From an optimization exercise on the open Yosys and OpenROAD flow, aimed at small area, a short achievable clock period and few clock cycles per item; shortcuts taken in it are not production practice. Where RTL was checked, it was by simulation tests only, not by an equivalence proof against the original. No functional check of the RTL was part of runs 1 to 6. Power figures rest on the tool's default switching activity, not on a simulated workload.

==> design.v <==
module fft_4pt #(
    parameter DATA_WIDTH = 16
) (
    input clk,
    input rst_n,
    input data_valid_in,
    input  signed [DATA_WIDTH-1:0] x0_r,
    input  signed [DATA_WIDTH-1:0] x0_i,
    input  signed [DATA_WIDTH-1:0] x1_r,
    input  signed [DATA_WIDTH-1:0] x1_i,
    input  signed [DATA_WIDTH-1:0] x2_r,
    input  signed [DATA_WIDTH-1:0] x2_i,
    input  signed [DATA_WIDTH-1:0] x3_r,
    input  signed [DATA_WIDTH-1:0] x3_i,
    output data_valid_out,
    output signed [DATA_WIDTH+1:0] X0_r,
    output signed [DATA_WIDTH+1:0] X0_i,
    output signed [DATA_WIDTH+1:0] X1_r,
    output signed [DATA_WIDTH+1:0] X1_i,
    output signed [DATA_WIDTH+1:0] X2_r,
    output signed [DATA_WIDTH+1:0] X2_i,
    output signed [DATA_WIDTH+1:0] X3_r,
    output signed [DATA_WIDTH+1:0] X3_i
);
    localparam S1 = DATA_WIDTH + 1;    
    localparam S2 = DATA_WIDTH + 2;    
    localparam K  = 9;                 
    localparam HW = S2 - K;            
    reg signed [S1-1:0] A_r, A_i, B_r, B_i, C_r, C_i, D_r, D_i;
    always @(posedge clk) begin
        A_r <= x0_r + x2_r;  A_i <= x0_i + x2_i;
        B_r <= x0_r - x2_r;  B_i <= x0_i - x2_i;
        C_r <= x1_r + x3_r;  C_i <= x1_i + x3_i;
        D_r <= x1_r - x3_r;  D_i <= x1_i - x3_i;
    end
    function automatic [S2:0] bfly(input [S1-1:0] p, input [S1-1:0] q, input sub);
        reg [S1-1:0] qq;
        reg [K:0]    lo;
        reg [HW-1:0] hi;
        begin
            qq = sub ? ~q : q;
            lo = {1'b0, p[K-1:0]} + {1'b0, qq[K-1:0]} + {{K{1'b0}}, sub};
            hi = {p[S1-1], p[S1-1:K]} + {qq[S1-1], qq[S1-1:K]};
            bfly = {hi, lo};
        end
    endfunction
    reg [S2:0] Y0_r, Y0_i, Y1_r, Y1_i, Y2_r, Y2_i, Y3_r, Y3_i;
    always @(posedge clk) begin
        Y0_r <= bfly(A_r, C_r, 1'b0);  Y0_i <= bfly(A_i, C_i, 1'b0);
        Y1_r <= bfly(B_r, D_i, 1'b0);  Y1_i <= bfly(B_i, D_r, 1'b1);
        Y2_r <= bfly(A_r, C_r, 1'b1);  Y2_i <= bfly(A_i, C_i, 1'b1);
        Y3_r <= bfly(B_r, D_i, 1'b1);  Y3_i <= bfly(B_i, D_r, 1'b0);
    end
    reg valid_s1, valid_s2;
    always @(posedge clk or negedge rst_n) begin
        if (!rst_n) begin
            valid_s1 <= 1'b0;
            valid_s2 <= 1'b0;
        end else begin
            valid_s1 <= data_valid_in;
            valid_s2 <= valid_s1;
        end
    end
    function automatic [S2-1:0] fin(input [S2:0] y);
        fin = {y[S2:K+1] + {{(HW-1){1'b0}}, y[K]}, y[K-1:0]};
    endfunction
    assign X0_r = fin(Y0_r);  assign X0_i = fin(Y0_i);
    assign X1_r = fin(Y1_r);  assign X1_i = fin(Y1_i);
    assign X2_r = fin(Y2_r);  assign X2_i = fin(Y2_i);
    assign X3_r = fin(Y3_r);  assign X3_i = fin(Y3_i);
    assign data_valid_out = valid_s2;
endmodule
==> flow/run.sh <==
#!/bin/bash
# The standard layout (standard.sh), with the port buffers that buffer_ports
# inserts made of plain buf_1 cells instead of its default delay buffer.
set -euo pipefail
cd "$(dirname "$0")/.."
echo "export BUFFER_PORTS_ARGS = -buffer_cell sky130_fd_sc_hd__buf_1" >> config.mk
bash standard.sh > standard.log 2>&1
==> standard.sh <==
#!/bin/bash
# synth_recipe.tcl (not shown) runs the flow's synth.tcl, then flattens the netlist and writes it again
# the make line also repeats each setting of config.mk as NAME=value (left out here)
make -C /OpenROAD-flow-scripts/flow DESIGN_CONFIG=/design/flow/config.mk WORK_HOME=/design/flow/orfs CLKGATE_MAP_FILE= SYNTH_SCRIPT=/design/flow/synth_recipe.tcl "${@:-finish}"
==> config.mk <==
export PLATFORM = sky130hd
export DESIGN_NAME = fft_4pt
export DESIGN_NICKNAME = fft_4pt
export VERILOG_FILES = /design/flow/design.v
export SDC_FILE = /design/flow/constraint.sdc
export NUM_CORES = 4
export LEC_CHECK = 0
export CAP_MARGIN = 20
export CORE_MARGIN = 2
export CORE_UTILIZATION = 62
export CTS_BUF_LIST = sky130_fd_sc_hd__clkbuf_4 sky130_fd_sc_hd__clkbuf_8
export CTS_CLUSTER_DIAMETER = 60
export CTS_CLUSTER_SIZE = 16
export SETUP_SLACK_MARGIN = 0.7
export SLEW_MARGIN = 20
export BUFFER_PORTS_ARGS = -buffer_cell sky130_fd_sc_hd__buf_1
==> constraint.sdc <==
create_clock -name core_clock -period 3.0 [get_ports {clk}]
set_input_delay 0.6000 -clock core_clock [delete_from_list [all_inputs] [get_ports {clk}]]
set_output_delay 0.6000 -clock core_clock [all_outputs]
set_load 0.01 [all_outputs]
==> results.txt, run 1 <==
* Drt pass-1 iters at 5
* Status: complete, no violations
* Final setup TNS at 0 ns
* Die Span Y at 179 um
* Tmin final at 2.40 ns
* Cell variety after synth at 75
* Top_reg_cell synth: dfxtp_1
* DPL Wire Length at about 36 mm
* # rows at between 60 and 70
* Commonest non-fill, non-tap cell in the layout: inv_1
* Share of cells above drive strength 1 at 11.8%
* Clock Sinks at ~280
* Most frequent cells in the layout: 268 x inv_1, 260 x ha_1, 238 x dfxtp_1, 229 x buf_1, 174 x xnor2_1
* Final worst slack at ~0.60 ns
* DIE WIDTH at 179 um
* Clock transition at path regs at 0.09 ns
* CTS Buf Count at 27
* Kind of end point of the critical path: output port
* Final wirelength at between 40 and 50 mm
* Mapped cell area at ~19000 um^2
* Warnings, synthesis at 1
* Final GP Congestion at about 0.9
* Util after Layout at ~70%
* Highest Clock Rate at about 420 MHz
* DRC at 0
* Final Cell Area at about 21000 um^2
* Fin crit share at 80.1%
* Synth Register Bits at 282
* Global-route wire length before repair at ~71 mm
* Worst path required time at 2.40 ns
* Largest net degree at the start of global routing at 17
* Core Area at slightly above 30000 um^2
* Deepest clock path buffer count at 3
* Hold Violations, Final at 0
* DR vias at about 15000
* Per-cell routed wire length at between 15 and 20 um
* Syn-to-layout area delta at 12.8%
* Initial antenna violation count at 1
* Port bufs at between 200 and 300
* Post-route antenna net violation count at 0
* Worst-path maximum fanout at 3
* Reg power frac at approximately 36%
* Clock Root Buffer: clkbuf_8
* Total GRT Usage at between 20% and 30%
* Worst vdd ir at 0.644 mV
* P per Cell Area at just over 800 nW/um^2
* HP Class: input port to register
* Fin. max-slew vios at 0
* Met2 Usage GRT at 47.9%
* Syn Nets at about 2600
* Vias in the first global route at 14431
* Grt met3 use at between 4 and 5%
* Placed Area at roughly 20000 um^2
* Final net count at approximately 2800
* Total grt overflow at 0
* Clk Latency, worst-skew pair at a little under 0.6 ns
* Max Cap Viol at 0
* Leak Pwr at between 9 and 10 nW
* Worst slew pin tran at roughly 0.54 ns
* Post-synth EDFFs at 0
* Drt via density at 5.47
* Slew headroom at 63.7%
* Register area share after synthesis at 29.8%
* Layout Skew at 0.0138 ns
* # fillers at between 2000 and 3000
* H-tree Lvls at 1
* Synth Instances at roughly 2200
* Crit path launch type: register
* Met1 Usage GRT at 35.1%
* Mean post-synth cell area at between 8 and 9 um^2
* Gr busiest metal: met2
* R2R setup slack at around 0.76 ns
* Clock share of power at around 15%
* Setup Crit Path Kind: register to output port
* Initial Utilization at roughly 63%
* Ports at 276
* Crit path DAT at approximately 1.8 ns
* Sw Ratio at between 40% and 50%
* Initial drt markers at 853
* Die area at 32100 um^2
* Int Pwr at roughly 10 mW
* Psw at 7.24 mW
* Comb power frac at around half
* TritonCTS clock tree: done
* Setup WS pre-CTS at about 0.23 ns
* Final setup fails at 0
* RSZ-0062 raised after global routing: yes
* Asr flop ratio synth at less than 1%
-- cell families after synthesis --
| group | count (synthesis) | share of synthesized area (%) |
|---|---|---|
| AOI/OAI and AO/OA | 458 | 15.8 |
| xor gates and xnor gates | 238 | 11.0 |
| adders and majority gates | 304 | 21.0 |
| buffers and inverters | 406 | 9.60 |
| DFF | 282 | 29.8 |
| muxes | 2 | 0.105 |
| and+or+nand+nor | 491 | 12.8 |
-- layer usage --
metal | vias up | wire [um]
li1 | 7674 | -
met1 | 7172 | 19700
met2 | 464 | 22100
met3 | 74 | 2880
met4 | 0 | 1150
met5 | - | 0
-- final timing paths --
check                      endpoint     startpoint  cells after the start
max                        X2_r[15]       Y2_r[12]                      6
min                        valid_s1  data_valid_in                      1
max reg2reg                Y1_i[17]        D_r[10]                      7
min reg2reg                valid_s2       valid_s1                      0
max in group asynchronous  valid_s2          rst_n                      2
min in group asynchronous  valid_s1          rst_n                      2
-- critical path, cell delays in order, from the launching register on --
cell and delay (ns):
dfxtp_4 0.36, and3_4 0.17, and2_4 0.15, buf_4 0.10, nand2_2 0.05, xnor2_2 0.22, buf_2 0.17
-- state kept, by name, indices dropped and copies added, names as in the netlist, 17 cells and up --
signal / cells
Y3_r: 19
Y1_r: 18
Y2_r: 19
D_r: 17
B_r: 17
Y2_i: 19
B_i: 17
Y0_r: 18
C_i: 17
Y1_i: 18
Y3_i: 19
Y0_i: 18
-- Yosys cell counts, types with 21 or more instances --
cell        n  share of area, %
o21a_1     21              0.83
xnor2_1   185               8.5
nor2_1    141               2.8
nor2b_1    45               1.5
nand4_1    25              0.82
nand2b_1   45               1.5
clkbuf_1   34              0.67
nor3_1     38               1.0
buf_4      72               2.8
inv_1     270               5.3
o21bai_1   22              0.87
nand2_1    91               1.8
fa_1       24               2.5
a21oi_1   140               3.7
nand3_1    35              0.92
xor2_1     53               2.4
ha_1      280                18
dfxtp_1   280                29
o21ai_0    94               2.5
-- through the flow --
| step | hold WS, ns | std cells | total power [mW] |
|---|---|---|---|
| floorplan | 0.304 | 2181 | 12.1 |
| global placement | 0.345 | 2726 | 13.7 |
| detailed placement | 0.343 | 2726 | 13.8 |
| CTS | 0.100 | 2796 | 17.2 |
| global route | 0.0942 | 2810 | 19.0 |
| finish | 0.125 | 2811 | 17.7 |
-- power groups by stage --
stage	Clock, mW	Combinational, mW	Sequential, mW
2_1_floorplan	0	6.22	5.86
3_3_place_gp	0	7.52	6.17
3_5_place_dp	0	7.62	6.21
4_1_cts	2.70	8.27	6.26
5_1_grt	2.86	9.72	6.46
6_report	2.65	8.75	6.30
-- layout make-up --
| type | count | area (um^2) | share of cell area, % |
|---|---|---|---|
| diodes | 1 | 2.50 | 0.0117 |
| multi-input cells | 1493 | 12100 | 56.6 |
| clock inverters | 17 | 204 | 0.951 |
| well taps | 396 | 495 | 2.31 |
| repair buffers | 320 | 1460 | 6.79 |
| flip-flops and latches | 282 | 5710 | 26.6 |
| inverters | 272 | 1030 | 4.82 |
| clock buffers | 30 | 407 | 1.90 |
-- what timing repair did --
item / 4_1_cts / 5_1_grt
gates resized for setup: 121 / 98
pin swaps: 27 / 48
setup endpoints to repair: 46 / 59
buffers inserted: 22 / 14
endpoints found under the hold margin: 2 / 0
hold buffers: 1 / 0
==> inputs of run 2 (changes only) <==
--- a/config.mk
+++ b/config.mk
@@ -8,5 +8,5 @@
 export CAP_MARGIN = 20
 export CORE_MARGIN = 2
-export CORE_UTILIZATION = 62
+export CORE_UTILIZATION = 68
 export CTS_BUF_LIST = sky130_fd_sc_hd__clkbuf_4 sky130_fd_sc_hd__clkbuf_8
 export CTS_CLUSTER_DIAMETER = 60
==> results.txt, run 2 <==
* Setup Crit Path Kind: register to output port
* Most area-hungry cell type in the Yosys netlist: dfxtp_1
* Cell variety after synth at 75 (unchanged)
* # rows at 61 (-4.7%)
* Initial Utilization at 68.8% (+6.2 points)
* Die Span Y at 171 um (-4.4%)
* Synth top cells by count: 280 x dfxtp_1, 280 x ha_1, 270 x inv_1
* H-tree Lvls at 1 (unchanged)
* Post-synth EDFFs at 0 (unchanged)
* Total GRT Usage at 29.6% (+2.0 points)
* Worst Setup SP: Y0_r[12]
* Post-synthesis adder-cell area fraction at 21.0% (unchanged)
* Per-cell routed wire length at 16.4 um (+0.55%)
* Drt pass-1 iters at 7 (+2)
* HP Class: input port to register
* Simple-gate portion of the synthesized area at 12.8% (unchanged)
* Fin. max-slew vios at 0 (unchanged)
* R2R setup slack at 0.79 ns (+0.03 ns)
* Ports at 276 (unchanged)
* Met2 wire length at 22.4 mm (+1.3%)
* Mux cell area share after synthesis at 0.105% (unchanged)
* DIE WIDTH at 171 um (-4.4%)
* Final Cell Area at 21300 um^2 (-0.80%)
* Setup WS pre-CTS at 0.269 ns (+0.0344 ns)
* Top cell by count, worst path: buf_4
* WHS Path Cells at 1 (unchanged)
* Met3 Wirelength at 3.13 mm (+8.7%)
* Slowest CP cell: dfxtp_2
* RR Startpoint: D_r[11]
* Kind of end point of the critical path: output port
* Clock Sinks at 282 (unchanged)
* XOR/XNOR Fraction of Synth Area at 11.0% (unchanged)
* M1 WL at 18.7 mm (-5.0%)
* Clock transition at path regs at 0.11 ns (+0.02 ns)
* DPL Wire Length at 35.5 mm (-0.24%)
* WHS Endpoint: valid_s1
* Final GP Congestion at 0.923 (+1.7%)
* P per Cell Area at 820 nW/um^2 (-0.73%)
* DR vias at 15553 (+1.1%)
* Highest Clock Rate at 397 MHz (-4.7%)
* Mean post-synth cell area at 8.71 um^2 (unchanged)
* Tmin final at 2.52 ns (+0.119 ns)
* Initial antenna violation count at 0 (-1)
* TritonCTS clock tree: done
* Clock Root Buffer: clkbuf_8
* # fillers at 2088 (-17%)
* Crit path DAT at 1.92 ns (+0.12 ns)
* Synth Register Bits at 282 (unchanged)
* # diodes at 0 (-1)
* Share of cells above drive strength 1 at 10.8% (-1.0 points)
* Leak Pwr at 9.61 nW (-0.88%)
* Commonest non-fill, non-tap cell in the layout: inv_1
* Fin crit share at 84.1% (+4.0 points)
* Final setup TNS at 0 ns (unchanged)
* Largest net degree at the start of global routing at 18 (+1)
* Worst path cell trace: and2_4 -> buf_4 -> buf_4 -> nand4_1 -> xnor2_1 -> buf_4
* Syn-to-layout area delta at 11.9%
* Most frequent cells in the layout: 269 x inv_1, 261 x ha_1, 239 x dfxtp_1, 235 x buf_1, 181 x xnor2_1
* Hold Violations, Final at 0 (unchanged)
* Crit path launch type: register
* Post-synth top area share at 29.5% (unchanged)
* Status: complete, no violations
* Compound-Gate Fraction of Synth Area at 15.8% (unchanged)
* Asr flop ratio synth at 0.709% (unchanged)
* Syn Nets at 2616 (unchanged)
* Core Area at 27600 um^2 (-9.0%)
* Register area share after synthesis at 29.8% (unchanged)
* CTS Buf Count at 26 (-3.7%)
* Die area at 29300 um^2 (-8.6%)
* Drt via density at 5.57 (+1.8%)
* Worst R2R Path Depth at 8 (+1)
* Worst vdd ir at 0.595 mV (-7.6%)
* Main combinational cell family by area after synthesis: adder cells
* Worst slew pin tran at 0.568 ns (+0.0301 ns)
* Util after Layout at 77.0% (+6.3 points)
* Total grt overflow at 0 (unchanged)
* Top_reg_cell synth: dfxtp_1
* Main area contributors after synthesis: dfxtp_1 29%, ha_1 18%, xnor2_1 8.5%
* Final worst slack at 0.478 ns (-0.119 ns)
* Port bufs at 275 (unchanged)
* Slew headroom at 61.7% (-1.9 points)
* RSZ-0062 raised after global routing: yes
* Warnings, synthesis at 1 (unchanged)
* Final wirelength at 45.8 mm (about the same)
* Top layer in use: met4
* Synth Instances at 2181 (unchanged)
* Max Cap Viol at 0 (unchanged)
* Vias in the first global route at 14918 (+3.4%)
* Hold path startpoint: data_valid_in
* Mapped cell area at 19000 um^2 (unchanged)
* Clk Latency, worst-skew pair at 0.60 ns (+0.02 ns)
* DRC at 0 (unchanged)
* CP max stage delay at 0.34 ns (-0.02 ns)
* Post-route antenna net violation count at 0 (unchanged)
* Final net count at 2834 (+0.11%)
* Deepest clock path buffer count at 3 (unchanged)
* Initial drt markers at 988 (+16%)
* Global-route wire length before repair at 69.8 mm (-1.5%)
* Layout Skew at 0.0225 ns (+0.00874 ns)
* Final setup fails at 0 (unchanged)
* RR Endpoint: Y1_i[18]
* Placed Area at 19900 um^2 (unchanged)
* Worst-path maximum fanout at 2 (-1)
* Worst path required time at 2.40 ns (about the same)
* Pwr Total at 17.4 mW (-1.5%)
[run 2: per-layer routing]
| layer | up-vias | track usage, % |
|---|---|---|
| met5 | - | 0 |
| met4 | 0 | 9.91 |
| met3 | 107 | 6.07 |
| met2 | 495 | 54.0 |
| met1 | 7273 | 34.4 |
| li1 | 7678 | - |
[run 2: area by class of cell]
class	instances	area (um^2)	share of cell area, %
clock buffers	31	408	1.92
inverters	272	1030	4.86
well taps	378	473	2.22
clock inverters	13	133	0.624
multi-input cells	1493	12000	56.5
repair buffers	324	1490	6.98
flip-flops and latches	282	5710	26.8
[run 2: power by group]
| group | switching, mW | internal [mW] | leakage, nW |
|---|---|---|---|
| combinational | 4.77 | 3.95 | 6.94 |
| sequential | 1.01 | 5.26 | 2.39 |
| clock | 1.41 | 1.03 | 0.275 |
| total | 7.19 | 10.2 | 9.61 |
[run 2: worst max path at each step]
stage	endpoint	slack (ns)	depth (start not counted)
2_1_floorplan	C_i[14]	0.65	8
3_3_place_gp	D_i[16]	0.33	10
3_5_place_dp	D_i[16]	0.27	10
4_1_cts	X0_r[17]	0.62	5
5_1_grt	X0_r[14]	0.42	6
6_report	X0_r[14]	0.48	6
[run 2: repair_timing]
| action | in CTS | in global routing |
|---|---|---|
| gates cloned | 0 | 0 |
| hold endpoints to repair | 2 | 0 |
| pin swaps | 16 | 39 |
| setup endpoints to repair | 46 | 48 |
| hold buffers | 1 | 0 |
| setup buffers | 17 | 20 |
| gates resized for setup | 103 | 77 |
[run 2: worst max-delay path, delay by kind of cell, from the launching register on]
| family | cells | cell delay [ns] |
|---|---|---|
| AND/OR/NAND/NOR | 2 | 0.28 |
| flip-flops | 1 | 0.34 |
| buffers and inverters | 3 | 0.41 |
| XOR/XNOR | 1 | 0.31 |
[run 2: cells by family after synthesis]
kind of cell / Yosys count
and+or+nand+nor: 491
adders and majority gates: 304
xor gates and xnor gates: 238
muxes: 2
buffers and inverters: 406
DFF: 282
AOI/OAI and AO/OA: 458
[run 2: through the flow]
step           hold WS, ns  instances
2_1_floorplan        0.304       2181
4_1_cts             0.0697       2773
5_1_grt             0.0740       2793
6_report            0.0922       2793
3_3_place_gp         0.344       2711
3_5_place_dp         0.342       2711
==> inputs of run 3 (changes only) <==
--- a/config.mk
+++ b/config.mk
@@ -8,9 +8,9 @@
 export CAP_MARGIN = 20
 export CORE_MARGIN = 2
-export CORE_UTILIZATION = 68
+export CORE_UTILIZATION = 62
 export CTS_BUF_LIST = sky130_fd_sc_hd__clkbuf_4 sky130_fd_sc_hd__clkbuf_8
 export CTS_CLUSTER_DIAMETER = 60
 export CTS_CLUSTER_SIZE = 16
-export SETUP_SLACK_MARGIN = 0.7
+export SETUP_SLACK_MARGIN = 1.0
 export SLEW_MARGIN = 20
 export BUFFER_PORTS_ARGS = -buffer_cell sky130_fd_sc_hd__buf_1
==> results.txt, run 3 <==
* Final Cell Area at 23300 um^2 (+9.7%)
* Psw at 7.77 mW (+8.1%)
* Clock share of power at 14.1% (about the same)
* Worst-path maximum fanout at 3 (+1)
* RSZ-0062 raised after global routing: yes
* Placed Area at 20500 um^2 (+3.2%)
* Setup Crit Path Kind: register to output port
* Port bufs at 275 (unchanged)
* Warnings, synthesis at 1 (unchanged)
* Initial antenna violation count at 1 (+1)
* Share of cells above drive strength 1 at 24.1% (+13 points)
* DRC at 0 (unchanged)
* Final net count at 2878 (+1.6%)
* Post-synth top area share at 29.5% (unchanged)
* Clock Root Buffer: clkbuf_8
* Clk Latency, worst-skew pair at 0.61 ns (about the same)
* Die area at 32100 um^2 (+9.4%)
* Die Span Y at 179 um (+4.6%)
* Max Cap Viol at 0 (unchanged)
* Fin. max-slew vios at 0 (unchanged)
* Layout Skew at 0.0244 ns (+0.00184 ns)
* Sw Ratio at 40.7% (-0.53 points)
* Syn-to-layout area delta at 22.8%
* Synth Register Bits at 282 (unchanged)
* Syn Nets at 2616 (unchanged)
* Mapped cell area at 19000 um^2 (unchanged)
* Slew headroom at 66.7% (+5.0 points)
* P per Cell Area at 818 nW/um^2 (-0.24%)
* Final wirelength at 48.8 mm (+6.6%)
* HP Class: input port to register
* Status: complete, no violations
* Mean post-synth cell area at 8.71 um^2 (unchanged)
* Top_reg_cell synth: dfxtp_1
* Drt via density at 5.51 (-1.0%)
* Post-route antenna net violation count at 0 (unchanged)
* Post-synth EDFFs at 0 (unchanged)
* Comb power frac at 52.9% (+2.9 points)
* Highest Clock Rate at 400 MHz (+0.79%)
* H-tree Lvls at 1 (unchanged)
* Per-cell routed wire length at 17.1 um (+4.2%)
* Crit path DAT at 1.90 ns (-0.02 ns)
* Commonest non-fill, non-tap cell in the layout: inv_1
* Synth top cells by count: 280 x dfxtp_1, 280 x ha_1, 270 x inv_1
* Tmin final at 2.50 ns (-0.0198 ns)
* Final setup fails at 0 (unchanged)
* Hold WS at 0.0972 ns (+0.00508 ns)
* Clock transition at path regs at 0.09 ns (-0.02 ns)
* Worst path required time at 2.40 ns (about the same)
* Vias in the first global route at 15208 (+1.9%)
* Fin crit share at 83.4% (-0.66 points)
* Register area share after synthesis at 29.8% (unchanged)
* Drt pass-1 iters at 7 (unchanged)
* Global-route wire length before repair at 73.5 mm (+5.2%)
* Pwr Total at 19.1 mW (+9.5%)
* Kind of end point of the critical path: output port
* Synth Instances at 2181 (unchanged)
* Clock Sinks at 282 (unchanged)
* Hold Violations, Final at 0 (unchanged)
* Crit path launch type: register
* Asr flop ratio synth at 0.709% (unchanged)
* Ports at 276 (unchanged)
* Final GP Congestion at 0.929 (+0.63%)
* Main area contributors after synthesis: dfxtp_1 29%, ha_1 18%, xnor2_1 8.5%
* DR vias at 15751 (+1.3%)
* Total grt overflow at 0 (unchanged)
* TritonCTS clock tree: done
* Deepest clock path buffer count at 3 (unchanged)
* DPL Wire Length at 35.8 mm (+0.87%)
* Initial drt markers at 787 (-20%)
* Core Area at 30300 um^2 (+9.8%)
* Final setup TNS at 0 ns (unchanged)
* Worst slew pin tran at 0.498 ns (-0.0698 ns)
* # rows at 64 (+4.9%)
* Int Pwr at 11.3 mW (+10%)
* Worst vdd ir at 0.662 mV (+11%)
* CTS Buf Count at 27 (+3.8%)
* Most area-hungry cell type in the Yosys netlist: dfxtp_1
* Reg power frac at 33.0% (-3.0 points)
* DIE WIDTH at 179 um (+4.6%)
* Initial Utilization at 62.6% (-6.2 points)
* Total GRT Usage at 28.6% (-0.95 points)
* Leak Pwr at 10.3 nW (+7.5%)
* Most frequent cells in the layout: 246 x inv_1, 221 x dfxtp_1, 216 x ha_1, 194 x buf_1, 164 x xnor2_1
* Largest net degree at the start of global routing at 17 (-1)
* Cell variety after synth at 75 (unchanged)
run 3: cell count changes in the layout (fill, tap and decap cells not counted), sizes merged:
cell / before / now
buf: 316 / 352
clkbuf: 38 / 45
bufinv: 1 / 3
clkinv: 7 / 5
clkinvlp: 2 / 4
diode: 0 / 1
inv: 275 / 276
run 3: worst paths after layout:
kind                       cells after the start       end     startpoint  slack [ns]
max                                            5  X0_r[15]       Y0_r[13]        0.50
min in group asynchronous                      2  valid_s2          rst_n        0.33
min                                            1  valid_s1  data_valid_in         0.1
min reg2reg                                    0  valid_s2       valid_s1        0.38
max in group asynchronous                      2  valid_s1          rst_n        2.54
max reg2reg                                    9  Y3_r[16]         B_r[9]        0.96
run 3: per-layer routing:
layer,routed length (um),vias up,part of all wire [%],global-route usage [%]
met5,0,-,0,0
met4,1820,0,3.7,11.1
met3,2920,103,6.0,4.86
met2,24200,445,50,51.2
met1,19800,7434,41,34.1
li1,-,7769,-,-
run 3: logic make-up (layout without fill, tap and decap cells):
kind of cell / Yosys count / after routing / synth area share (%)
buffers and inverters: 406 / 686 / 9.60
muxes: 2 / 2 / 0.105
adders and majority gates: 304 / 304 / 21.0
AOI/OAI and AO/OA: 458 / 458 / 15.8
xor gates and xnor gates: 238 / 238 / 11.0
DFF: 282 / 282 / 29.8
and+or+nand+nor: 491 / 491 / 12.8
other: 0 / 1 / 0
run 3: area by class of cell:
cell class | count | area (um^2)
sequential | 282 | 5740
timing repair buffer | 367 | 1990
inverter | 272 | 1110
clock inverter | 16 | 205
fill | 2154 | 7010
tap | 396 | 495
antenna | 1 | 2.50
clock buffer | 31 | 408
multi-input combinational | 1493 | 13400
run 3: critical path, cell delays in order (launching register included):
cell     delay [ns]
dfxtp_2        0.34
and2_4         0.15
and3_4         0.19
nand2_1        0.06
xnor2_1        0.35
buf_1          0.21
run 3: what timing repair did:
| item | in CTS | in global routing |
|---|---|---|
| hold buffers | 1 | 0 |
| pin swaps | 94 | 108 |
| setup endpoints to repair | 95 | 141 |
| buffers inserted | 54 | 32 |
| gates resized for setup | 281 | 166 |
| hold endpoints to repair | 2 | 0 |
run 3: metrics by stage:
stage | setup slack, ns | std cells | util (%)
3_5_place_dp | 0.253 | 2723 | 67.7
4_1_cts | 0.481 | 2825 | 74.1
2_1_floorplan | 0.654 | 2181 | -
5_1_grt | 0.440 | 2858 | 76.9
3_3_place_gp | 0.342 | 2723 | 67.7
6_report | 0.498 | 2858 | 76.9
run 3: power groups by stage:
stage | combinational (mW) | sequential, mW | clock (mW)
finish | 10.1 | 6.30 | 2.69
floorplan | 6.39 | 5.86 | 0
CTS | 9.24 | 6.20 | 2.71
global placement | 7.66 | 6.10 | 0
detailed placement | 7.79 | 6.15 | 0
global route | 11.0 | 6.45 | 2.88
==> inputs of run 4 (changes only) <==
--- a/config.mk
+++ b/config.mk
@@ -6,4 +6,5 @@
 export NUM_CORES = 4
 export LEC_CHECK = 0
+export ABC_AREA = 1
 export CAP_MARGIN = 20
 export CORE_MARGIN = 2
==> results.txt, run 4 <==
* CP Buf/Inv Count at 1 (unchanged)
* TritonCTS clock tree: done
* Leak Pwr at 13.4 nW (+30%)
* Final net count at 3728 (+30%)
* Most area-hungry cell type in the Yosys netlist: dfxtp_1
* Ports at 276 (unchanged)
* Worst path required time at 2.40 ns (about the same)
* # rows at 67 (+4.7%)
* Final setup fails at 0 (unchanged)
* Worst path cell trace: ha_4 -> ha_4 -> nand3_4 -> nor2_4 -> nand2_2 -> nor3_2 -> xor2_1 -> buf_2
* Tmin final at 2.69 ns (+0.183 ns)
* Share of cells above drive strength 1 at 10.6% (-14 points)
* Most frequent cell after synthesis: nand2_1
* Kind of end point of the critical path: output port
* Clock transition at path regs at 0.09 ns (about the same)
* Final GP Congestion at 0.986 (+6.2%)
* Setup WS pre-CTS at 0.750 ns (+0.497 ns)
* DIE WIDTH at 189 um (+5.6%)
* Slew headroom at 63.6% (-3.1 points)
* Per-cell routed wire length at 14.6 um (-15%)
* Syn-to-layout area delta at 12.3%
* Vias in the first global route at 18128 (+19%)
* Global-route wire length before repair at 86.5 mm (+18%)
* Worst vdd ir at 0.768 mV (+16%)
* Pwr Total at 18.0 mW (-5.9%)
* Initial antenna violation count at 2 (+1)
* DR vias at 18817 (+19%)
* Post-synth top area share at 26.4% (-3.1 points)
* Total GRT Usage at 29.6% (+0.94 points)
* Deepest clock path buffer count at 3 (unchanged)
* DPL Wire Length at 42.3 mm (+18%)
* Drt via density at 5.00 (-9.3%)
* P per Cell Area at 752 nW/um^2 (-8.0%)
* CP max stage delay at 0.36 ns (about the same)
* Crit path DAT at 2.09 ns (+0.19 ns)
* Clock Root Buffer: clkbuf_8
* Top cell by count, worst path: ha_4
* Die Span Y at 189 um (+5.6%)
* Main area contributors after synthesis: dfxtp_1 26%, ha_1 16%, nand2_1 16%
* Largest net degree at the start of global routing at 17 (unchanged)
* Core Area at 33600 um^2 (+11%)
* Syn Nets at 3506 (+34%)
* Hold Violations, Final at 0 (unchanged)
* Setup Crit Path Kind: register to output port
* Area of the multi-input gates at 13000 um^2 (-2.8%)
* Cell variety after synth at 33 (-56%)
* Mean post-synth cell area at 6.92 um^2 (-21%)
* Final wirelength at 54.8 mm (+12%)
* H-tree Lvls at 1 (unchanged)
* Initial Utilization at 63.2% (+0.61 points)
* Fin crit share at 89.5% (+6.1 points)
* Slowest CP cell: dfxtp_2
* Commonest non-fill, non-tap cell in the layout: nand2_1
* Register area share after synthesis at 26.6% (-3.2 points)
* FF+latch area at 5680 um^2 (-1.0%)
* Placed insts at 3660 (+34%)
* CTS Buf Count at 29 (+7.4%)
* Drt pass-1 iters at 5 (-2)
* Port bufs at 275 (unchanged)
* Hold WS at 0.0939 ns (-0.00332 ns)
* DRC at 0 (unchanged)
* Final setup TNS at 0 ns (unchanged)
* Total grt overflow at 0 (unchanged)
* HP Class: input port to register
* Initial drt markers at 1084 (+38%)
* Mapped cell area at 21300 um^2 (+12%)
* Die area at 35800 um^2 (+12%)
* Fin. max-slew vios at 0 (unchanged)
* Max Cap Viol at 0 (unchanged)
* Clk Latency, worst-skew pair at 0.62 ns (about the same)
* Layout Skew at 0.0230 ns (-0.00133 ns)
* Most frequent cells in the layout: 874 x nand2_1, 565 x inv_1, 264 x ha_1, 263 x dfxtp_1, 204 x buf_1
* # fillers at 2892 (+34%)
* Layout Cells excl Fill at 3763 (+32%)
* Asr flop ratio synth at 0.709% (unchanged)
* Worst slew pin tran at 0.541 ns (+0.0425 ns)
* Final worst slack at 0.315 ns (-0.183 ns)
* Synth top cells by count: 880 x nand2_1, 566 x inv_1, 280 x dfxtp_1, 280 x ha_1, 187 x nand3_1
* Family with the most delay on the worst path: simple AND/OR/NAND/NOR gates
* Status: complete, no violations
* Highest Clock Rate at 372 MHz (-6.8%)
* RSZ-0062 raised after global routing: yes
* Synth Register Bits at 282 (unchanged)
* Crit path launch type: register
* Top_reg_cell synth: dfxtp_1
* Post-route antenna net violation count at 0 (unchanged)
* Post-synth EDFFs at 0 (unchanged)
* Synth Instances at 3071 (+41%)
* Warnings, synthesis at 1 (unchanged)
* Worst-path maximum fanout at 2 (-1)
* Clock Sinks at 282 (unchanged)
run 4: changes by cell type in the layout (fill, tap and decap cells not counted), sizes merged, moves of 21 or more:
| cell | before | now |
|---|---|---|
| nand3 | 35 | 187 |
| o21ai | 97 | 49 |
| buf | 352 | 321 |
| o21a | 21 | 0 |
| xnor2 | 185 | 35 |
| inv | 276 | 619 |
| nor2b | 45 | 0 |
| nand2 | 91 | 900 |
| nand2b | 46 | 0 |
| xor2 | 53 | 157 |
run 4: through the flow:
step / area [um^2] / util [%]
3_5_place_dp: 21900 / 65.2
5_1_grt: 23900 / 71.0
6_report: 23900 / 71.0
3_3_place_gp: 21900 / 65.2
4_1_cts: 23400 / 69.7
2_1_floorplan: 21300 / -
run 4: routing by layer:
| metal | share of wire [%] | track usage [%] | up-vias |
|---|---|---|---|
| li1 | - | - | 9688 |
| met1 | 43 | 36.6 | 8492 |
| met2 | 48 | 52.3 | 523 |
| met3 | 4.8 | 3.74 | 114 |
| met4 | 3.8 | 11.0 | 0 |
| met5 | 0 | 0 | - |
run 4: worst paths after layout:
kind,start,endpoint,slack [ns],depth (start not counted)
max,Y2_i[9],X2_i[17],0.31,8
min,data_valid_in,valid_s1,0.09,1
max reg2reg,C_i[0],Y3_r[6],1.10,7
min reg2reg,valid_s1,valid_s2,0.37,0
max in group asynchronous,rst_n,valid_s1,2.57,2
min in group asynchronous,rst_n,valid_s2,0.30,2
run 4: power by group:
group          leakage, nW  internal [mW]  switching, mW
combinational         10.7           3.60           5.41
sequential            2.39           5.18           1.07
clock                0.327           1.14           1.55
total                 13.4           9.92           8.03
run 4: final cells by class:
| cell class | instances | share of cell area [%] |
|---|---|---|
| multi-input cells | 2045 | 54.5 |
| flip-flops and latches | 282 | 23.8 |
| inverters | 609 | 9.58 |
| repair buffers | 326 | 7.18 |
| well taps | 448 | 2.35 |
| clock buffers | 32 | 1.82 |
| clock inverters | 19 | 0.807 |
| diodes | 2 | 0.0210 |
run 4: repair_timing:
action	4_1_cts	5_1_grt
pin swaps	59	53
setup buffers	27	22
hold buffers	1	0
hold endpoints to repair	2	0
resized for setup	186	68
setup endpoints to repair	69	70
run 4: logic make-up after synthesis:
family | after synthesis | share of synthesized area (%)
XOR/XNOR | 192 | 7.91
flip-flops | 282 | 26.6
buffers and inverters | 744 | 15.2
AO/OA/AOI/OAI | 214 | 5.58
adder cells (fa/ha/maj) | 304 | 18.7
AND/OR/NAND/NOR | 1335 | 25.9
==> inputs of run 5 (changes only) <==
--- a/config.mk
+++ b/config.mk
@@ -13,5 +13,5 @@
 export CTS_CLUSTER_DIAMETER = 60
 export CTS_CLUSTER_SIZE = 16
-export SETUP_SLACK_MARGIN = 1.0
+export SETUP_SLACK_MARGIN = 0.7
 export SLEW_MARGIN = 20
 export BUFFER_PORTS_ARGS = -buffer_cell sky130_fd_sc_hd__buf_1
==> results.txt, run 5 <==
* Psw at 7.94 mW (-1.1%)
* FF+latch area at 5680 um^2 (about the same)
* Util after Layout at 70.7% (-0.36 points)
* Syn Nets at 3506 (unchanged)
* Synth top cells by count: 880 x nand2_1, 566 x inv_1, 280 x dfxtp_1, 280 x ha_1, 187 x nand3_1
* Status: complete, no violations
* Sw Ratio at 45.1% (+0.34 points)
* Fin. max-slew vios at 0 (unchanged)
* # rows at 67 (unchanged)
* P per Cell Area at 742 nW/um^2 (-1.4%)
* Total grt overflow at 0 (unchanged)
* DIE WIDTH at 189 um (unchanged)
* Clk Latency, worst-skew pair at 0.61 ns (about the same)
* Layout Skew at 0.0188 ns (-0.00428 ns)
* Clock Sinks at 282 (unchanged)
* Comb power frac at 49.4% (-0.8 points)
* DRC at 0 (unchanged)
* HP Class: input port to register
* Post-synth EDFFs at 0 (unchanged)
* Top_reg_cell synth: dfxtp_1
* # fillers at 2912 (+0.69%)
* Area of the multi-input gates at 13000 um^2 (about the same)
* Commonest non-fill, non-tap cell in the layout: nand2_1
* Setup Crit Path Kind: register to output port
* Placed insts at 3660 (unchanged)
* Slew headroom at 62.5% (-1.1 points)
* Most area-hungry cell type in the Yosys netlist: dfxtp_1
* Vias in the first global route at 18042 (-0.47%)
* Core Area at 33600 um^2 (unchanged)
* Int Pwr at 9.68 mW (-2.5%)
* Cell variety after synth at 33 (unchanged)
* Final GP Congestion at 0.986 (unchanged)
* Final worst slack at 0.395 ns (+0.0802 ns)
* Highest Clock Rate at 384 MHz (+3.1%)
* DR vias at 18785 (-0.17%)
* Ports at 276 (unchanged)
* Most frequent cell after synthesis: nand2_1
* Synth Register Bits at 282 (unchanged)
* Syn-to-layout area delta at 11.7%
* Drt via density at 5.00 (about the same)
* Die area at 35800 um^2 (unchanged)
* Fin crit share at 86.8% (-2.7 points)
* Largest net degree at the start of global routing at 17 (unchanged)
* Final setup fails at 0 (unchanged)
* Worst-path maximum fanout at 2 (unchanged)
* Worst path required time at 2.40 ns (about the same)
* Warnings, synthesis at 1 (unchanged)
* Max Cap Viol at 0 (unchanged)
* Post-route antenna net violation count at 0 (unchanged)
* Post-synth top area share at 26.4% (unchanged)
* Initial antenna violation count at 2 (unchanged)
* Synth Instances at 3071 (unchanged)
* CTS Buf Count at 29 (unchanged)
* Final net count at 3725 (-0.080%)
* Register area share after synthesis at 26.6% (unchanged)
* Deepest clock path buffer count at 3 (unchanged)
* RSZ-0062 raised after global routing: yes
* Per-cell routed wire length at 14.4 um (-1.3%)
* Initial drt markers at 1020 (-5.9%)
* Crit path launch type: register
* DPL Wire Length at 42.3 mm (unchanged)
* Global-route wire length before repair at 85.9 mm (-0.71%)
* Reg power frac at 35.3% (+0.5 points)
* TritonCTS clock tree: done
* Initial Utilization at 63.2% (unchanged)
* Crit path DAT at 2.00 ns (-0.09 ns)
* Layout Cells excl Fill at 3760 (-0.080%)
* Die Span Y at 189 um (unchanged)
* Total GRT Usage at 29.3% (-0.26 points)
* Hold Violations, Final at 0 (unchanged)
* Clock share of power at 15.3% (+0.3 points)
* Mapped cell area at 21300 um^2 (unchanged)
* H-tree Lvls at 1 (unchanged)
* Worst slew pin tran at 0.557 ns (+0.0158 ns)
* Leak Pwr at 13.3 nW (-0.64%)
* Final setup TNS at 0 ns (unchanged)
* Tmin final at 2.60 ns (-0.0802 ns)
* Clock transition at path regs at 0.09 ns (about the same)
* Clock Root Buffer: clkbuf_8
* Mean post-synth cell area at 6.92 um^2 (unchanged)
* Kind of end point of the critical path: output port
* Final wirelength at 54.0 mm (-1.4%)
* Most frequent cells in the layout: 874 x nand2_1, 566 x inv_1, 264 x ha_1, 261 x dfxtp_1, 222 x buf_1
* Port bufs at 275 (unchanged)
* Setup WS pre-CTS at 0.750 ns (unchanged)
* Share of cells above drive strength 1 at 10.0% (-0.56 points)
* Asr flop ratio synth at 0.709% (unchanged)
* Worst vdd ir at 0.758 mV (-1.3%)
* Main area contributors after synthesis: dfxtp_1 26%, ha_1 16%, nand2_1 16%
* Drt pass-1 iters at 5 (unchanged)
[run 5: cell types whose count changed in the layout (fill, tap and decap cells not counted)]
cell	before	now
buf_4	10	14
inv_2	44	43
buf_2	58	53
dfxtp_1	263	261
xor2_2	3	4
xor2_1	154	153
clkbuf_2	4	0
dfxtp_2	15	19
inv_1	565	566
dfxtp_4	2	0
buf_1	204	222
buf_6	49	33
[run 5: critical path: stages (launching register included)]
cell,delay [ns]
dfxtp_2,0.36
ha_4,0.15
ha_4,0.15
nand3_4,0.09
nor2_4,0.10
nand2_2,0.07
nor3_2,0.14
xor2_1,0.17
buf_2,0.16
[run 5: final timing paths]
check	slack, ns	depth (start not counted)	end	from
setup reg to reg	1.08	8	Y3_r[6]	B_r[0]
max in group asynchronous	2.57	2	valid_s1	rst_n
min in group asynchronous	0.30	2	valid_s2	rst_n
setup / recovery	0.40	8	X2_i[17]	Y2_i[9]
hold / removal	0.1	1	valid_s1	data_valid_in
hold reg to reg	0.37	0	valid_s2	valid_s1
[run 5: kinds of logic (layout without fill, tap and decap cells)]
| kind of cell | count (synthesis) | in the layout | synth area share (%) |
|---|---|---|---|
| and+or+nand+nor | 1335 | 1335 | 25.9 |
| buffers and inverters | 744 | 983 | 15.2 |
| adders and majority gates | 304 | 304 | 18.7 |
| DFF | 282 | 282 | 26.6 |
| AOI/OAI and AO/OA | 214 | 214 | 5.58 |
| xor gates and xnor gates | 192 | 192 | 7.91 |
| other | 0 | 2 | 0 |
[run 5: metrics by stage]
step           hold WS, ns  power (mW)  instance area [um^2]
3_3_place_gp         0.340        13.6                 21900
5_1_grt             0.0705        18.9                 23800
2_1_floorplan        0.304        12.0                 21300
4_1_cts             0.0547        17.1                 23300
6_report            0.0981        17.6                 23800
3_5_place_dp         0.356        13.7                 21900
[run 5: what timing repair did]
action,in CTS,in global routing
setup buffers,26,20
resized for setup,146,83
endpoints found under the hold margin,2,0
endpoints found under the setup margin,43,53
hold buffers,1,0
pin swaps,53,46
[run 5: layer usage]
metal | vias to the layer above | GRT usage (%) | routed length, um
li1 | 9675 | - | -
met1 | 8442 | 36.5 | 23200
met2 | 554 | 51.9 | 25900
met3 | 114 | 3.50 | 2770
met4 | 0 | 10.5 | 2070
met5 | - | 0 | 0
[run 5: final cells by class]
cell class / instances / share of cell area, %
multi-input combinational: 2045 / 54.8
antenna: 2 / 0.0211
clock buffer: 32 / 1.83
sequential: 282 / 23.9
tap: 448 / 2.36
inverter: 609 / 9.62
clock inverter: 19 / 0.811
timing repair buffer: 323 / 6.67
[run 5: power groups by stage]
stage / Clock (mW) / Combinational [mW] / Sequential (mW)
CTS: 2.74 / 8.22 / 6.14
floorplan: 0 / 6.28 / 5.75
detailed placement: 0 / 7.68 / 6.05
finish: 2.69 / 8.70 / 6.23
global route: 2.89 / 9.67 / 6.36
global placement: 0 / 7.58 / 6.02
==> inputs of run 6 (changes only) <==
--- a/design.v
+++ b/design.v
@@ -25,5 +25,5 @@
     localparam S1 = DATA_WIDTH + 1;    
     localparam S2 = DATA_WIDTH + 2;    
-    localparam K  = 9;                 
+    localparam K  = 10;                 
     localparam HW = S2 - K;            
     reg signed [S1-1:0] A_r, A_i, B_r, B_i, C_r, C_i, D_r, D_i;
--- a/config.mk
+++ b/config.mk
@@ -6,5 +6,4 @@
 export NUM_CORES = 4
 export LEC_CHECK = 0
-export ABC_AREA = 1
 export CAP_MARGIN = 20
 export CORE_MARGIN = 2
==> results.txt, run 6 <==
* Status: complete, no violations
* Setup Crit Path Kind: register to output port
* Drt pass-1 iters at 5 (unchanged)
* Hold path startpoint: data_valid_in
* Largest net degree at the start of global routing at 18 (+1)
* Crit path launch type: register
* Fin. max-slew vios at 0 (unchanged)
* Total grt overflow at 0 (unchanged)
* Register area share after synthesis at 29.5% (+2.9 points)
* P per Cell Area at 817 nW/um^2 (+10%)
* Initial Utilization at 62.8% (-0.48 points)
* Top_reg_cell synth: dfxtp_1
* Cell variety after synth at 80 (+140%)
* Deepest clock path buffer count at 3 (unchanged)
* Clock share of power at 15.6% (+0.3 points)
* RSZ-0062 raised after global routing: yes
* Kind of end point of the critical path: output port
* Final worst slack at 0.496 ns (+0.101 ns)
* DIE WIDTH at 180 um (-5.0%)
* Pwr Total at 17.6 mW (-0.28%)
* H-tree Lvls at 1 (unchanged)
* Post-route antenna net violation count at 0 (unchanged)
* Worst R2R Path Depth at 10 (+2)
* Sw Ratio at 41.4% (-3.7 points)
* Comb power frac at 48.3% (-1.1 points)
* Syn-to-layout area delta at 12.3%
* Initial drt markers at 738 (-28%)
* Final setup fails at 0 (unchanged)
* Hold Violations, Final at 0 (unchanged)
* Layout Skew at 0.0205 ns (+0.00172 ns)
* Initial antenna violation count at 1 (-1)
* Clock Sinks at 282 (unchanged)
* Total GRT Usage at 26.9% (-2.4 points)
* Worst vdd ir at 0.656 mV (-13%)
* Worst path required time at 2.40 ns (about the same)
* DRC at 0 (unchanged)
* RR Startpoint: B_r[0]
* Clock Root Buffer: clkbuf_8
* Int Pwr at 10.3 mW (+6.4%)
* Post-synth top area share at 29.3% (+2.9 points)
* CTS Buf Count at 28 (-3.4%)
* Final net count at 2805 (-25%)
* Fin crit share at 83.5% (-3.4 points)
* Layout Cells excl Fill at 2787 (-26%)
* Core Area at 30500 um^2 (-9.2%)
* DPL Wire Length at 35.7 mm (-16%)
* Slew headroom at 49.2% (-13 points)
* # rows at 64 (-4.5%)
* Warnings, synthesis at 1 (unchanged)
* Share of cells above drive strength 1 at 11.2% (+1.2 points)
* R2R setup slack at 0.75 ns (-0.33 ns)
* Synth top cells by count: 282 x inv_1, 280 x dfxtp_1, 280 x ha_1
* Per-cell routed wire length at 16.4 um (+14%)
* Drt via density at 5.47 (+9.4%)
* Placed insts at 2717 (-26%)
* Crit path DAT at 1.90 ns (-0.10 ns)
* Hold WS at 0.110 ns (+0.0122 ns)
* Final wirelength at 45.6 mm (-16%)
* Post-synth EDFFs at 0 (unchanged)
* Psw at 7.27 mW (-8.5%)
* Global-route wire length before repair at 72.5 mm (-16%)
* Vias in the first global route at 14632 (-19%)
* HP Class: input port to register
* DR vias at 15236 (-19%)
* Mapped cell area at 19100 um^2 (-9.9%)
* Most frequent cell after synthesis: inv_1
* Die Span Y at 180 um (-5.0%)
* Final GP Congestion at 0.956 (-3.0%)
* Most frequent cells in the layout: 278 x inv_1, 260 x dfxtp_1, 259 x ha_1, 238 x buf_1
* Commonest non-fill, non-tap cell in the layout: inv_1
* Clk Latency, worst-skew pair at 0.58 ns (-0.03 ns)
* Tmin final at 2.50 ns (-0.101 ns)
* Worst-path maximum fanout at 2 (unchanged)
* Setup WS pre-CTS at 0.265 ns (-0.485 ns)
* Synth Instances at 2184 (-29%)
* Ports at 276 (unchanged)
* TritonCTS clock tree: done
* Main area contributors after synthesis: dfxtp_1 29%, ha_1 18%, xnor2_1 8.4%
* Worst slew pin tran at 0.752 ns (+0.195 ns)
* WHS Endpoint: valid_s1
* Asr flop ratio synth at 0.709% (unchanged)
* Leak Pwr at 9.75 nW (-27%)
* Highest Clock Rate at 399 MHz (+4.0%)
* Port bufs at 275 (unchanged)
* Reg power frac at 36.1% (+0.8 points)
* WHS Path Cells at 1 (unchanged)
* Synth Register Bits at 282 (unchanged)
* Die area at 32300 um^2 (-9.7%)
* Clock transition at path regs at 0.10 ns (about the same)
* Final setup TNS at 0 ns (unchanged)
* Syn Nets at 2619 (-25%)
* RR Endpoint: Y2_r[10]
* Most area-hungry cell type in the Yosys netlist: dfxtp_1
* Max Cap Viol at 0 (unchanged)
* Mean post-synth cell area at 8.77 um^2 (+27%)
-- run 6: changes by cell type in the layout (fill, tap and decap cells not counted), moves of 25 or more --
| cell | previous run | this run |
|---|---|---|
| a21o_1 | 4 | 37 |
| a21oi_1 | 127 | 173 |
| buf_6 | 33 | 7 |
| inv_1 | 566 | 278 |
| inv_2 | 43 | 3 |
| nand2_1 | 874 | 70 |
| nand2_2 | 26 | 1 |
| nand3_1 | 165 | 25 |
| nand4_1 | 35 | 10 |
| nor2b_1 | 0 | 25 |
| nor3_1 | 20 | 52 |
| o21bai_1 | 1 | 48 |
| xnor2_1 | 32 | 173 |
| xor2_1 | 153 | 56 |
-- run 6: routing by layer --
| metal | vias to the layer above | global-route usage, % | share of wire, % |
|---|---|---|---|
| met1 | 7061 | 35.3 | 44 |
| met3 | 88 | 3.97 | 5.1 |
| met2 | 474 | 45.1 | 47 |
| li1 | 7613 | - | - |
| met4 | 0 | 9.92 | 3.9 |
| met5 | - | 0 | 0 |
-- run 6: cell families after synthesis --
logic type / after synthesis / share of synthesized area [%]
buf+inv: 436 / 10.3
flops: 282 / 29.5
simple gates: 421 / 10.8
compound gates: 496 / 17.3
mux: 2 / 0.111
xor+xnor: 243 / 11.1
fa+ha+maj: 304 / 20.8
-- run 6: worst max-delay path by stage --
stage / start / endpoint / slack, ns / cells after the start
floorplan: x3_i[2] / D_i[14] / 0.69 / 9
finish: Y2_i[11] / X2_i[17] / 0.50 / 6
CTS: Y3_r[11] / X3_r[16] / 0.49 / 6
detailed placement: x2_i[2] / B_i[13] / 0.26 / 9
global route: Y3_r[11] / X3_r[17] / 0.39 / 6
global placement: x2_i[2] / B_i[13] / 0.33 / 9
-- run 6: timing repair --
action | 4_1_cts | 5_1_grt
hold buffers | 1 | 0
endpoints found under the setup margin | 43 | 50
buffers inserted | 7 | 11
pin swaps | 32 | 31
gates resized for setup | 114 | 79
endpoints found under the hold margin | 2 | 0
-- run 6: area by class of cell --
type	instances	area [um^2]
Inverter	285	1080
Clock buffer	37	478
Fill cell	2400	9010
Antenna cell	1	2.50
Tap cell	396	495
Multi-Input combinational cell	1466	12200
Timing Repair Buffer	307	1360
Clock inverter	13	189
Sequential cell	282	5690
-- run 6: stage by stage --
step | util, % | area [um^2]
2_1_floorplan | - | 19200
3_3_place_gp | 65.4 | 20000
3_5_place_dp | 65.4 | 20000
4_1_cts | 69.1 | 21100
5_1_grt | 70.5 | 21500
6_report | 70.5 | 21500
-- run 6: worst max-delay path, cell delays in order, from the launching register on --
cell and delay, ns:
dfxtp_2 0.36, ha_4 0.16, and3_4 0.20, nand3_4 0.09
or2_4 0.26, xnor2_1 0.12, buf_2 0.14
-- run 6: power groups by stage --
stage | sequential [mW] | clock (mW) | combinational [mW]
floorplan | 5.86 | 0 | 6.31
global placement | 6.15 | 0 | 7.56
detailed placement | 6.18 | 0 | 7.64
CTS | 6.25 | 2.80 | 8.06
global route | 6.49 | 2.96 | 9.35
finish | 6.34 | 2.74 | 8.49
==> inputs of run 7 (changes only) <==
--- a/design.v
+++ b/design.v
@@ -25,5 +25,5 @@
     localparam S1 = DATA_WIDTH + 1;    
     localparam S2 = DATA_WIDTH + 2;    
-    localparam K  = 10;                 
+    localparam K  = 11;                 
     localparam HW = S2 - K;            
     reg signed [S1-1:0] A_r, A_i, B_r, B_i, C_r, C_i, D_r, D_i;
==> results.txt, run 7 <==
* Status: complete, no violations
* Slowest CP cell: dfxtp_2
* Final wirelength at 46.8 mm (+2.6%)
* Most frequent cells in the layout: 262 x ha_1, 257 x inv_1, 248 x dfxtp_1, 248 x buf_1, 173 x xnor2_1
* Most area-hungry cell type in the Yosys netlist: dfxtp_1
* Ports at 276 (unchanged)
* Setup Crit Path Kind: register to output port
* Util after Layout at 69.4% (-1.0 points)
* Synth top cells by count: 280 x dfxtp_1, 280 x ha_1, 259 x inv_1
* Final setup TNS at 0 ns (unchanged)
* Initial Utilization at 63.1% (+0.36 points)
* Placed insts at 2721 (+0.15%)
* Syn Nets at 2641 (+0.84%)
* Core Area at 30600 um^2 (+0.26%)
* Crit path DAT at 1.80 ns (-0.10 ns)
* Mean post-synth cell area at 8.75 um^2 (-0.18%)
* Worst vdd ir at 0.711 mV (+8.4%)
* Max Cap Viol at 0 (unchanged)
* Clock transition at path regs at 0.09 ns (about the same)
* Synth Instances at 2206 (+1.0%)
* Final setup fails at 0 (unchanged)
* P per Cell Area at 827 nW/um^2 (+1.1%)
* DIE WIDTH at 180 um (+0.40%)
* Total GRT Usage at 27.6% (+0.67 points)
* Leak Pwr at 9.60 nW (-1.5%)
* Family with the most delay on the worst path: flip-flops
* Total grt overflow at 0 (unchanged)
* HP Class: input port to register
* Final Cell Area at 21200 um^2 (-1.2%)
* Initial drt markers at 941 (+28%)
* Tmin final at 2.40 ns (-0.101 ns)
* Synth Register Bits at 282 (unchanged)
* Deepest clock path buffer count at 3 (unchanged)
* Top_reg_cell synth: dfxtp_1
* Cell variety after synth at 79 (-1.3%)
* Share of cells above drive strength 1 at 10.1% (-1.1 points)
* Warnings, synthesis at 1 (unchanged)
* DRC at 0 (unchanged)
* Layout Skew at 0.0369 ns (+0.0164 ns)
* TritonCTS clock tree: done
* Post-synth top area share at 29.0% (-0.24 points)
* Hold WS at 0.118 ns (+0.00756 ns)
* Hold Violations, Final at 0 (unchanged)
* H-tree Lvls at 1 (unchanged)
* Drt pass-1 iters at 5 (unchanged)
* Clock Root Buffer: clkbuf_8
* Fin crit share at 80.1% (-3.4 points)
* Global-route wire length before repair at 74.3 mm (+2.5%)
* Fin. max-slew vios at 0 (unchanged)
* Worst path cell trace: ha_4 -> ha_4 -> and3_4 -> buf_4 -> xor2_1 -> buf_2
* Syn-to-layout area delta at 10.0%
* Worst-path maximum fanout at 3 (+1)
* Crit path launch type: register
* RSZ-0062 raised after global routing: yes
* CP max stage delay at 0.34 ns (-0.02 ns)
* Final net count at 2805 (unchanged)
* Die area at 32600 um^2 (+0.81%)
* Main area contributors after synthesis: dfxtp_1 29%, ha_1 18%, xnor2_1 8.2%
* Commonest non-fill, non-tap cell in the layout: ha_1
* Layout Cells excl Fill at 2784 (-0.11%)
* Port bufs at 275 (unchanged)
* Post-synth EDFFs at 0 (unchanged)
* # rows at 64 (unchanged)
* Worst path required time at 2.40 ns (about the same)
* Top cell by count, worst path: ha_4
* Vias in the first global route at 14808 (+1.2%)
* CTS Buf Count at 27 (-3.6%)
* Clock Sinks at 282 (unchanged)
* # fillers at 2492 (+3.8%)
* Initial antenna violation count at 1 (unchanged)
* Post-route antenna net violation count at 0 (unchanged)
* Largest net degree at the start of global routing at 18 (unchanged)
* CP Buf/Inv Count at 2 (+1)
* Per-cell routed wire length at 16.8 um (+2.7%)
* Asr flop ratio synth at 0.709% (unchanged)
* Register area share after synthesis at 29.3% (-0.24 points)
* DPL Wire Length at 36.9 mm (+3.3%)
* DR vias at 15479 (+1.6%)
* Slew headroom at 55.6% (+6.4 points)
* Clk Latency, worst-skew pair at 0.60 ns (+0.02 ns)
* Placed Area at 19900 um^2 (-0.43%)
* Mapped cell area at 19300 um^2 (+0.83%)
* Final GP Congestion at 0.960 (+0.42%)
* Highest Clock Rate at 416 MHz (+4.2%)
* Die Span Y at 180 um (+0.40%)
* Kind of end point of the critical path: output port
* Drt via density at 5.56 (+1.7%)
* Worst slew pin tran at 0.649 ns (-0.103 ns)
* Final worst slack at 0.597 ns (+0.101 ns)
* Pwr Total at 17.6 mW (about the same)
* Setup WS pre-CTS at 0.277 ns (+0.0122 ns)
## run 7: final timing paths
| check | start | endpoint | slack, ns | cells after the start |
|---|---|---|---|---|
| max in group asynchronous | rst_n | valid_s1 | 2.52 | 2 |
| max reg2reg | B_i[0] | Y0_i[10] | 0.78 | 8 |
| min | data_valid_in | valid_s1 | 0.12 | 1 |
| max | Y3_r[11] | X3_r[15] | 0.60 | 6 |
| min reg2reg | valid_s1 | valid_s2 | 0.37 | 0 |
| min in group asynchronous | rst_n | valid_s2 | 0.35 | 2 |
## run 7: worst register-to-register path: cells and delay by family, from the launching register on
kind                       cells  cell delay, ns
DFF                            1            0.37
adders and majority gates      2            0.43
AOI/OAI and AO/OA              5            1.22
buffers and inverters          1            0.08
## run 7: cells by family after synthesis
kind of cell / count (synthesis) / synth area share, %
mux: 9 / 0.473
fa+ha+maj: 304 / 20.6
buf+inv: 440 / 10.6
xor+xnor: 229 / 10.4
simple gates: 482 / 12.4
flops: 282 / 29.3
compound gates: 460 / 16.2
## run 7: where the power goes
part	switching [mW]	internal, mW
Sequential	0.970	5.26
Clock	1.43	1.22
Combinational	4.92	3.76
Total	7.32	10.2
## run 7: cell type report
cell class | instances | area [um^2] | share of cell area (%)
diodes | 1 | 2.50 | 0.0118
clock buffers | 30 | 400 | 1.89
clock inverters | 16 | 216 | 1.02
inverters | 280 | 1050 | 4.96
multi-input cells | 1484 | 12100 | 57.1
flip-flops and latches | 282 | 5710 | 26.9
well taps | 396 | 495 | 2.33
repair buffers | 295 | 1230 | 5.81
## run 7: repair_timing
action / 4_1_cts / 5_1_grt
gates resized for setup: 80 / 94
hold endpoints to repair: 2 / 0
pin swaps: 20 / 30
hold buffers: 1 / 0
setup endpoints to repair: 29 / 48
setup buffers: 10 / 5
## run 7: per-layer routing
layer | share of wire (%) | vias to the layer above | GRT usage (%)
met2 | 45 | 563 | 45.3
met5 | 0 | - | 0
met4 | 4.5 | 0 | 11.3
met3 | 5.4 | 117 | 3.42
li1 | - | 7664 | -
met1 | 45 | 7135 | 36.8
Testbench counts of run 7, summed over its fixed seeds: cycles 8,016, items 8,000.
==> inputs of run 8 (changes only) <==
--- a/design.v
+++ b/design.v
@@ -63,5 +63,12 @@
     end
     function automatic [S2-1:0] fin(input [S2:0] y);
-        fin = {y[S2:K+1] + {{(HW-1){1'b0}}, y[K]}, y[K-1:0]};
+        reg [HW-1:0] h, t;
+        integer i;
+        begin
+            h = y[S2:K+1];
+            for (i = 0; i < HW; i = i + 1)
+                t[i] = y[K] & ((h & ((1 << i) - 1)) == ((1 << i) - 1));
+            fin = {h ^ t, y[K-1:0]};
+        end
     endfunction
     assign X0_r = fin(Y0_r);  assign X0_i = fin(Y0_i);
==> results.txt, run 8 <==
* Total grt overflow at 0 (unchanged)
* Commonest non-fill, non-tap cell in the layout: ha_1
* Max Cap Viol at 0 (unchanged)
* Die Span Y at 180 um (-0.12%)
* CP Buf/Inv Count at 1 (-1)
* Highest Clock Rate at 424 MHz (+1.9%)
* P per Cell Area at 818 nW/um^2 (-1.0%)
* DIE WIDTH at 180 um (-0.12%)
* Post-route antenna net violation count at 0 (unchanged)
* Worst path cell trace: and3_4 -> and3_4 -> nand3_4 -> xnor2_2 -> buf_2
* Register area share after synthesis at 29.4% (+0.072 points)
* Slew headroom at 58.8% (+3.2 points)
* Worst setup path end: X2_i[17]
* # fillers at 2525 (+1.3%)
* Family with the most delay on the worst path: simple AND/OR/NAND/NOR gates
* Clock transition at path regs at 0.09 ns (about the same)
* Total GRT Usage at 27.4% (-0.20 points)
* Drt pass-1 iters at 5 (unchanged)
* RR Endpoint: Y0_i[10]
* Layout Cells excl Fill at 2845 (+2.2%)
* Kind of end point of the critical path: output port
* Vias in the first global route at 14904 (+0.65%)
* Most frequent cells in the layout: 265 x ha_1, 262 x inv_1, 252 x dfxtp_1, 244 x buf_1, 170 x nor2_1
* Drt via density at 5.51 (-0.87%)
* H-tree Lvls at 1 (unchanged)
* Final wirelength at 46.5 mm (-0.71%)
* Slowest CP cell: dfxtp_2
* Post-synth EDFFs at 0 (unchanged)
* Clock Root Buffer: clkbuf_8
* Worst path required time at 2.40 ns (about the same)
* Clk Latency, worst-skew pair at 0.59 ns (about the same)
* Deepest clock path buffer count at 3 (unchanged)
* CTS Buf Count at 28 (+3.7%)
* Global-route wire length before repair at 74.1 mm (-0.28%)
* Synth Instances at 2237 (+1.4%)
* Leak Pwr at 9.74 nW (+1.5%)
* DR vias at 15681 (+1.3%)
* Worst vdd ir at 0.685 mV (-3.7%)
* Port bufs at 275 (unchanged)
* Final net count at 2856 (+1.8%)
* # rows at 64 (unchanged)
* Final setup TNS at 0 ns (unchanged)
* TritonCTS clock tree: done
* Warnings, synthesis at 1 (unchanged)
* Initial Utilization at 63.0% (-0.16 points)
* Hold Violations, Final at 0 (unchanged)
* Top cell by count, worst path: and3_4
* Mean post-synth cell area at 8.61 um^2 (-1.6%)
* RSZ-0062 raised after global routing: yes
* Crit path DAT at 1.76 ns (-0.04 ns)
* Ports at 276 (unchanged)
* Worst-path maximum fanout at 3 (unchanged)
* CP Depth at 5 (-1)
* Layout Skew at 0.0242 ns (-0.0126 ns)
* Clock Sinks at 282 (unchanged)
* Initial antenna violation count at 0 (-1)
* Asr flop ratio synth at 0.709% (unchanged)
* Status: complete, no violations
* Setup WS pre-CTS at 0.202 ns (-0.0748 ns)
* CP max stage delay at 0.35 ns (about the same)
* Final GP Congestion at 0.965 (+0.52%)
* Share of cells above drive strength 1 at 10.8% (+0.73 points)
* Fin. max-slew vios at 0 (unchanged)
* Most frequent cell after synthesis: dfxtp_1
* Most area-hungry cell type in the Yosys netlist: dfxtp_1
* DPL Wire Length at 36.2 mm (-1.9%)
* Mapped cell area at 19300 um^2 (-0.25%)
* Tmin final at 2.36 ns (-0.0440 ns)
* Worst Setup SP: Y2_i[13]
* Placed insts at 2763 (+1.5%)
* Setup Crit Path Kind: register to output port
* Syn-to-layout area delta at 11.9%
* # diodes at 0 (-1)
* Final worst slack at 0.641 ns (+0.0440 ns)
* Die area at 32500 um^2 (-0.24%)
* R2R setup slack at 0.70 ns (-0.08 ns)
* Synth top cells by count: 280 x dfxtp_1, 272 x ha_1, 263 x inv_1
* Cell variety after synth at 75 (-5.1%)
* Top_reg_cell synth: dfxtp_1
* Core Area at 30600 um^2 (unchanged)
* Synth Register Bits at 282 (unchanged)
* HP Class: input port to register
* RR Startpoint: D_i[0]
* Worst R2R Path Depth at 10 (+2)
* Syn Nets at 2664 (+0.87%)
* Per-cell routed wire length at 16.3 um (-2.8%)
* Largest net degree at the start of global routing at 18 (unchanged)
* Main area contributors after synthesis: dfxtp_1 29%, ha_1 18%, xnor2_1 7.6%
* Worst slew pin tran at 0.603 ns (-0.0462 ns)
* Util after Layout at 70.4% (+1.0 points)
* Crit path launch type: register
* Final setup fails at 0 (unchanged)
* Initial drt markers at 854 (-9.2%)
* DRC at 0 (unchanged)
* Post-synth top area share at 29.1% (+0.072 points)
* Fin crit share at 78.6% (-1.5 points)
## run 8: per-stage QoR
step / hold WS (ns) / power (mW) / instance area [um^2]
after floorplan: 0.304 / 12.3 / 19400
after global placement: 0.345 / 13.7 / 20100
after detailed placement: 0.342 / 13.9 / 20100
after CTS: 0.0397 / 17.3 / 21200
after global routing: 0.0726 / 18.8 / 21500
final: 0.0992 / 17.6 / 21500
## run 8: report_power, final
part	leakage (nW)	switching, mW	total, mW	internal, mW
clock	0.377	1.44	3.01	1.58
combinational	6.98	4.73	8.44	3.71
sequential	2.39	0.941	6.18	5.24
total	9.74	7.11	17.6	10.5
## run 8: cell families (layout without fill, tap and decap cells)
group | count (synthesis) | after routing | share of synthesized area (%)
adders and majority gates | 296 | 296 | 20.2
xor gates and xnor gates | 234 | 234 | 10.6
buffers and inverters | 434 | 646 | 10.4
AOI/OAI and AO/OA | 450 | 450 | 15.0
muxes | 11 | 11 | 0.598
and+or+nand+nor | 530 | 530 | 13.9
DFF | 282 | 282 | 29.4
## run 8: repair_timing
| action | CTS | global route |
|---|---|---|
| endpoints found under the hold margin | 2 | 0 |
| endpoints found under the setup margin | 32 | 47 |
| pin swaps | 19 | 32 |
| hold buffers | 1 | 0 |
| buffers inserted | 21 | 10 |
| resized for setup | 83 | 69 |
## run 8: how the worst min path moves through the flow
stage / to / slack (ns) / from / cells past startpoint
floorplan: valid_s1 / 0.30 / rst_n / 0
global placement: valid_s2 / 0.34 / valid_s1 / 0
detailed placement: valid_s2 / 0.34 / valid_s1 / 0
CTS: valid_s1 / 0.04 / data_valid_in / 1
global route: valid_s1 / 0.07 / data_valid_in / 1
finish: valid_s1 / 0.1 / data_valid_in / 1
## run 8: final cells by class
cell class | instances | area [um^2] | share of cell area (%)
clock buffers | 30 | 407 | 1.89
repair buffers | 325 | 1450 | 6.72
well taps | 396 | 495 | 2.30
multi-input cells | 1521 | 12100 | 56.3
flip-flops and latches | 282 | 5700 | 26.5
inverters | 271 | 1030 | 4.78
clock inverters | 20 | 333 | 1.54
## run 8: routing by layer
| metal | GRT usage [%] | up-vias | share of wire [%] |
|---|---|---|---|
| met5 | 0 | - | 0 |
| met4 | 7.23 | 0 | 2.8 |
| met3 | 3.11 | 74 | 5.4 |
| met2 | 46.6 | 489 | 47 |
| met1 | 36.9 | 7319 | 44 |
| li1 | - | 7799 | - |
Testbench counts of run 8, summed over its fixed seeds: cycles 8,016, items 8,000.

-- what the ideal ports hide --
The results above use ideal ports. As a check the final layouts listed here were re-extracted and re-timed, cells and wires unchanged. Step 1: set_driving_cell puts a clkbuf_16 on clk and a buf_2 on each other input, an assumption about the parent block. Step 2 adds t to the input delays and takes it off the output delays; t is the mean of the earliest and latest rising clock arrival at the registers after step 1. Input paths then give back, and output paths get back, about the clock's delay inside the block. a / b / c = ideal / step 1 / step 2; a / b = the first two.
run | t (ns) | slack for setup (ns) | worst data-port slew with drivers (ns) | pins driven straight from the clock port
run 1 | 0.623 | 0.597 / 0.547 / 0.173 | 0.06 | 1
run 2 | 0.628 | 0.478 / 0.430 / 0.230 | 0.05 | 1
run 3 | 0.645 | 0.498 / 0.449 / 0.418 | 0.09 | 1
run 4 | 0.657 | 0.315 / 0.265 / 0.739 | 0.07 | 1
run 5 | 0.659 | 0.395 / 0.343 / 0.738 | 0.07 | 1
run 6 | 0.625 | 0.496 / 0.447 / 0.168 | 0.07 | 1
run 7 | 0.635 | 0.597 / 0.548 / 0.205 | 0.08 | 1
run 8 | 0.628 | 0.641 / 0.593 / 0.188 | 0.07 | 1
After both steps setup and hold are still met in every run listed. For run 8, which loses most, drivers alone change the setup slack by -0.048 ns; drivers and shift together by -0.453 ns.
